Background: an optimization exercise with open tools, aiming at small area, a short achievable clock period and few clock cycles. Do not read the settings as production practice.
At most, simulation tests tie the RTL to the original design; equivalence was not proved.

== run a ==
==> module mod, before the edit <==
module mod #(parameter M = 3) (
    input clk,
    input reset,
    input start,
    input [31:0] A,
    input [31:0] B,
    output [31:0] result,
    output done
);
function [5:0] clz32(input [31:0] v);
    reg [31:0] x;
    reg [5:0] n;
    begin
        n = 6'd0;
        x = v;
        if (x[31:16] == 16'b0) begin n[4] = 1'b1; x = {x[15:0], 16'b0}; end
        if (x[31:24] == 8'b0) begin n[3] = 1'b1; x = {x[23:0], 8'b0}; end
        if (x[31:28] == 4'b0) begin n[2] = 1'b1; x = {x[27:0], 4'b0}; end
        if (x[31:30] == 2'b0) begin n[1] = 1'b1; x = {x[29:0], 2'b0}; end
        if (!x[31]) n[0] = 1'b1;
        if (!x[31] && !x[30]) n = 6'd32;
        clz32 = n;
    end
endfunction
function [32:0] bksub(input [31:0] r, input [31:0] d);
    reg [31:0] g0, p0, g, p;
    integer i, l;
    begin
        g0 = r & ~d;
        p0 = r ^ ~d;
        g = g0;
        p = p0;
        g[0] = g0[0] | p0[0];
        for (l = 1; l < 32; l = l * 2)
            for (i = 2*l-1; i < 32; i = i + 2*l) begin
                g[i] = g[i] | (p[i] & g[i-l]);
                p[i] = p[i] & p[i-l];
            end
        for (l = 8; l >= 1; l = l / 2)
            for (i = 3*l-1; i < 32; i = i + 2*l) begin
                g[i] = g[i] | (p[i] & g[i-l]);
                p[i] = p[i] & p[i-l];
            end
        bksub = {g[31], p0 ^ {g[30:0], 1'b1}};
    end
endfunction
reg busy;
reg signed [5:0] kt;
reg [31:0] R;
reg [31:0] X;
wire [5:0] lza = clz32(A);
wire [5:0] lzb = clz32(B);
wire [6:0] kd = {1'b0, lzb} - {1'b0, lza};
wire [4:0] k0 = kd[6] ? 5'd0 : (kd[5] ? 5'd31 : kd[4:0]);
reg [31:0] r [0:M];
reg [32:0] t [0:M-1];
integer j;
always @(*) begin
    r[0] = R;
    for (j = 0; j < M; j = j + 1) begin
        t[j] = bksub(r[j], X >> j);
        r[j+1] = (kt >= j && t[j][32]) ? t[j][31:0] : r[j];
    end
end
wire last = kt < M;
assign done = busy && last;
assign result = r[M];
always @(posedge clk or posedge reset) begin
    if (reset)
        busy <= 1'b0;
    else if (busy)
        busy <= !last;
    else
        busy <= start;
end
always @(posedge clk) begin
    if (!busy) begin
        R <= A;
        X <= B << k0;
        kt <= {1'b0, k0};
    end else begin
        R <= r[M];
        X <= X >> M;
        kt <= kt - M;
    end
end
endmodule
Settings: LEC_CHECK=0, ABC_AREA=1, CAP_MARGIN=20, CORE_MARGIN=2, CORE_UTILIZATION=40, SLEW_MARGIN=20; clock period 23.0 ns.
run.sh (not shown) runs the stock make flow with config.mk's settings and CLKGATE_MAP_FILE= SYNTH_SCRIPT=/design/flow/synth_recipe.tcl, a recipe that flattens the netlist after the stock synthesis.
Run a went all the way through the flow, and no timing, DRC or antenna check failed.
Edits applied to the flow inputs when going from run a to run b:
-- flow/design.v --
<<< run a, line 350
);
function [5:0] clz32(input [31:0] v);
    reg [31:0] x;
    reg [5:0] n;
    begin
        n = 6'd0;
        x = v;
        if (x[31:16] == 16'b0) begin n[4] = 1'b1; x = {x[15:0], 16'b0}; end
        if (x[31:24] == 8'b0) begin n[3] = 1'b1; x = {x[23:0], 8'b0}; end
        if (x[31:28] == 4'b0) begin n[2] = 1'b1; x = {x[27:0], 4'b0}; end
        if (x[31:30] == 2'b0) begin n[1] = 1'b1; x = {x[29:0], 2'b0}; end
        if (!x[31]) n[0] = 1'b1;
        if (!x[31] && !x[30]) n = 6'd32;
        clz32 = n;
    end
endfunction
>>> run b, line 350
);
function [5:0] clz32(input [31:0] v);
    integer i;
    reg found;
    begin
        clz32 = 6'd32;
        found = 1'b0;
        for (i = 31; i >= 0; i = i - 1)
            if (!found && v[i]) begin
                clz32 = 31 - i;
                found = 1'b1;
            end
    end
endfunction
No stage failed in run b, and the final checks on the layout all came back clean. As far as fraction of the mapped netlist area in adder cells is concerned, run a and run b perform about the same. The setup slack of run b is smaller than that of run a. In the reports for run b and run a, the smaller global-route usage belongs to run a. Delta (run b minus run a): final HPWL from detailed placement increased by 1.1% relative to the old numbers; synthesized netlist net count moved down; number of synthesized register bits closely matched the old numbers. Summary of run b over run a: area fraction in and, or, nand and nor cells after synthesis decreased 0.58 points, fraction of the cycle the final worst path needs increased 1.5 points.
No functional check of the RTL was part of any run of this note.

* * *

alpha:
alu32, a different RTL version from the one above (not shown whole).
Size in the first run: roughly 2000 cells after synthesis, roughly 71 flip-flops, about 0.013 mm^2 of cells after synthesis.
==> module alu32, before the edit <==
module alu32(clk,reset,start,a, b, aluop,out,done);
input wire clk;
input wire reset;
input wire start;
input [31:0] a;
input [31:0] b;
input [2:0] aluop;
output reg [31:0] out;
output wire done;
wire [31:0] modres;
wire sub = ~aluop[2];
wire [31:0] bx = b ^ {32{sub}};
wire [31:0] g0 = a & bx;
wire [31:0] p0 = a ^ bx;
reg [31:0] g, p;
integer i, l;
always @(*) begin
    g = g0;
    p = p0;
    g[0] = g0[0] | (p0[0] & sub);
    for (l = 1; l < 32; l = l * 2)
        for (i = 2*l-1; i < 32; i = i + 2*l) begin
            g[i] = g[i] | (p[i] & g[i-l]);
            p[i] = p[i] & p[i-l];
        end
    for (l = 8; l >= 1; l = l / 2)
        for (i = 3*l-1; i < 32; i = i + 2*l) begin
            g[i] = g[i] | (p[i] & g[i-l]);
            p[i] = p[i] & p[i-l];
        end
end
wire [31:0] sum = p0 ^ {g[30:0], sub};
mod op8(.clk(clk), .reset(reset), .start(start), .A(a), .B(b), .result(modres), .done(done));
always @(*) begin
    case (aluop)
        3'b000: out = a & b;
        3'b100: out = a | b;
        3'b010: out = a ^ b;
        3'b110: out = ~(a | b);
        3'b001: out = {31'b0, sum[31]};
        3'b101: out = sum;
        3'b011: out = sum;
        default: out = modres;
    endcase
end
endmodule
clock: 23.0 ns
lec_check: 0
abc_area: 1
cap_margin: 20
core_margin: 2
core_utilization: 65
cts_buf_list: sky130_fd_sc_hd__clkbuf_4 sky130_fd_sc_hd__clkbuf_8
slew_margin: 20
standard.sh (not shown) runs the stock make flow with config.mk's settings and CLKGATE_MAP_FILE= SYNTH_SCRIPT=/design/flow/synth_recipe.tcl, a recipe that flattens the netlist after the stock synthesis.
==> flow/flow/run.sh <==
#!/bin/bash
set -euo pipefail
bash standard.sh "BUFFER_PORTS_ARGS=-buffer_cell sky130_fd_sc_hd__buf_1" SETUP_SLACK_MARGIN=10.5 finish > standard.log 2>&1
Testbench counts of alpha, summed over its fixed seeds: cycles 4,027.
Inputs modified between alpha and beta:
--- a/flow/design.v
+++ b/flow/design.v
@@ -448,27 +448,8 @@
 output wire done;
 wire [31:0] modres;
 wire sub = ~aluop[2];
-wire [31:0] bx = b ^ {32{sub}};
-wire [31:0] g0 = a & bx;
-wire [31:0] p0 = a ^ bx;
-reg [31:0] g, p;
-integer i, l;
-always @(*) begin
-    g = g0;
-    p = p0;
-    g[0] = g0[0] | (p0[0] & sub);
-    for (l = 1; l < 32; l = l * 2)
-        for (i = 2*l-1; i < 32; i = i + 2*l) begin
-            g[i] = g[i] | (p[i] & g[i-l]);
-            p[i] = p[i] & p[i-l];
-        end
-    for (l = 8; l >= 1; l = l / 2)
-        for (i = 3*l-1; i < 32; i = i + 2*l) begin
-            g[i] = g[i] | (p[i] & g[i-l]);
-            p[i] = p[i] & p[i-l];
-        end
-end
-wire [31:0] sum = p0 ^ {g[30:0], sub};
+wire [32:0] sum33 = {a, 1'b1} + {b ^ {32{sub}}, sub};
+wire [31:0] sum = sum33[32:1];
 mod op8(.clk(clk), .reset(reset), .start(start), .A(a), .B(b), .result(modres), .done(done));
 always @(*) begin
     case (aluop)
- The share of layout cells above drive strength 1 reported for beta is smaller than that of alpha by 3.0 points.
- In the flow results for alpha and beta, the utilization is smaller on beta.
- beta ends up with a shortest period the worst path allows that is 230 ps lower than in alpha.
- On beta: xor/xnor share of the synthesized area is 0.31 points higher than what alpha gave.
- Min worst reg-to-reg setup slack across alpha and beta: beta
- Combined area of the multi-input logic cells: alpha and beta compared, higher one is beta
- Higher setup slack after layout among alpha and beta: beta
- beta ended up with a higher clock-cell share of area than alpha did.
- Between alpha and beta, the share of cell area taken by flip-flops and latches figures differ only marginally.
- Compared with alpha, beta shows cell count of the worst hold path higher by 1.
- Measured against each other, alpha and beta differ in met3 usage, the lower figure coming from alpha.
- beta vs. alpha: signed area change from the synthesized netlist to the final layout went down by 3.0 points.
Testbench counts of beta, summed over its fixed seeds: cycles 4,027.

* * *

## before
alu32 again, from the RTL that the note above started with.
export LEC_CHECK = 0
export ABC_AREA = 1
export CAP_MARGIN = 20
export CORE_MARGIN = 2
export CORE_UTILIZATION = 40
export SLEW_MARGIN = 20
create_clock -name core_clock -period 23.0 [get_ports {clk}]
==> flow/flow/run.sh <==
#!/bin/bash
set -euo pipefail
bash standard.sh "BUFFER_PORTS_ARGS=-buffer_cell sky130_fd_sc_hd__buf_1" SETUP_SLACK_MARGIN=10 finish > standard.log 2>&1
before closes out successfully: all stages finished, all timing, DRC and antenna checks passed.
Testbench counts of before, summed over its fixed seeds: cycles 4,027.
Modified inputs, after compared to before
--- a/flow/design.v
+++ b/flow/design.v
@@ -447,29 +447,10 @@
 output reg [31:0] out;
 output wire done;
 wire [31:0] modres;
 wire sub = ~aluop[2];
-wire [31:0] bx = b ^ {32{sub}};
-wire [31:0] g0 = a & bx;
-wire [31:0] p0 = a ^ bx;
-reg [31:0] g, p;
-integer i, l;
-always @(*) begin
-    g = g0;
-    p = p0;
-    g[0] = g0[0] | (p0[0] & sub);
-    for (l = 1; l < 32; l = l * 2)
-        for (i = 2*l-1; i < 32; i = i + 2*l) begin
-            g[i] = g[i] | (p[i] & g[i-l]);
-            p[i] = p[i] & p[i-l];
-        end
-    for (l = 8; l >= 1; l = l / 2)
-        for (i = 3*l-1; i < 32; i = i + 2*l) begin
-            g[i] = g[i] | (p[i] & g[i-l]);
-            p[i] = p[i] & p[i-l];
-        end
-end
-wire [31:0] sum = p0 ^ {g[30:0], sub};
+wire [32:0] sum33 = {a, 1'b1} + {b ^ {32{sub}}, sub};
+wire [31:0] sum = sum33[32:1];
 mod op8(.clk(clk), .reset(reset), .start(start), .A(a), .B(b), .result(modres), .done(done));
 always @(*) begin
     case (aluop)
         3'b000: out = a & b;
### Flow results
- Between after and before, it is after whose number of global-route vias before repair is higher, by 1055.
- Looking at global-route usage, after sits above before.
- In the metrics for before and after, the one carrying the higher post-layout minimum cycle time is before.
- after vs before: area occupied by multi-input gates up
- Of before and after, the higher layout filler cell count belongs to after.
- The global-route wire length before repair number comes out higher for after vs before.
- Against before, after reports a clock buffer count in the final layout that is higher.
- As of after, final design instance area without fill had risen slightly compared to before.
- Tap cell count (after vs. before) increases slightly
- after against before: worst hold slack stayed essentially flat, share of cell area taken by flip-flops and latches stayed essentially flat, number of buffers added on ports stayed essentially flat, critical path arrival fell by 0.16 ns.
Testbench counts of after, summed over its fixed seeds: cycles 4,027.

static timing again, ports no longer ideal:
In the flow no input, the clock included, has a driving cell. The finished layouts below were timed again as built, in two steps. Step 1 sets driving cells, clkbuf_16 on the clock port and buf_2 on the other inputs (assumed; they add their load-dependent delay and slew). Step 2 adds t to the input delays and takes it off the output delays; t is the mean of the earliest and latest rising clock arrival at the registers after step 1. Input paths then give back, and output paths get back, about the clock's delay inside the block. Slacks: no drivers / after step 1 / after step 2; pairs: no drivers / after step 1.
run	shift t [ns]	setup WS [ns]	worst slew at a driven data input, ns
run a	0.390	8.173 / 8.150 / 8.150	0.04
run b	0.393	7.823 / 7.802 / 7.802	0.06
alpha	0.384	10.424 / 10.290 / 10.290	0.18
beta	0.399	10.653 / 10.630 / 10.630	0.04
before	0.394	10.171 / 10.150 / 10.150	0.05
after	0.381	10.326 / 10.303 / 10.303	0.05
After both steps every run listed still meets setup and hold. For alpha, which loses most, drivers alone change the setup slack by -0.134 ns; drivers and shift together by -0.134 ns.
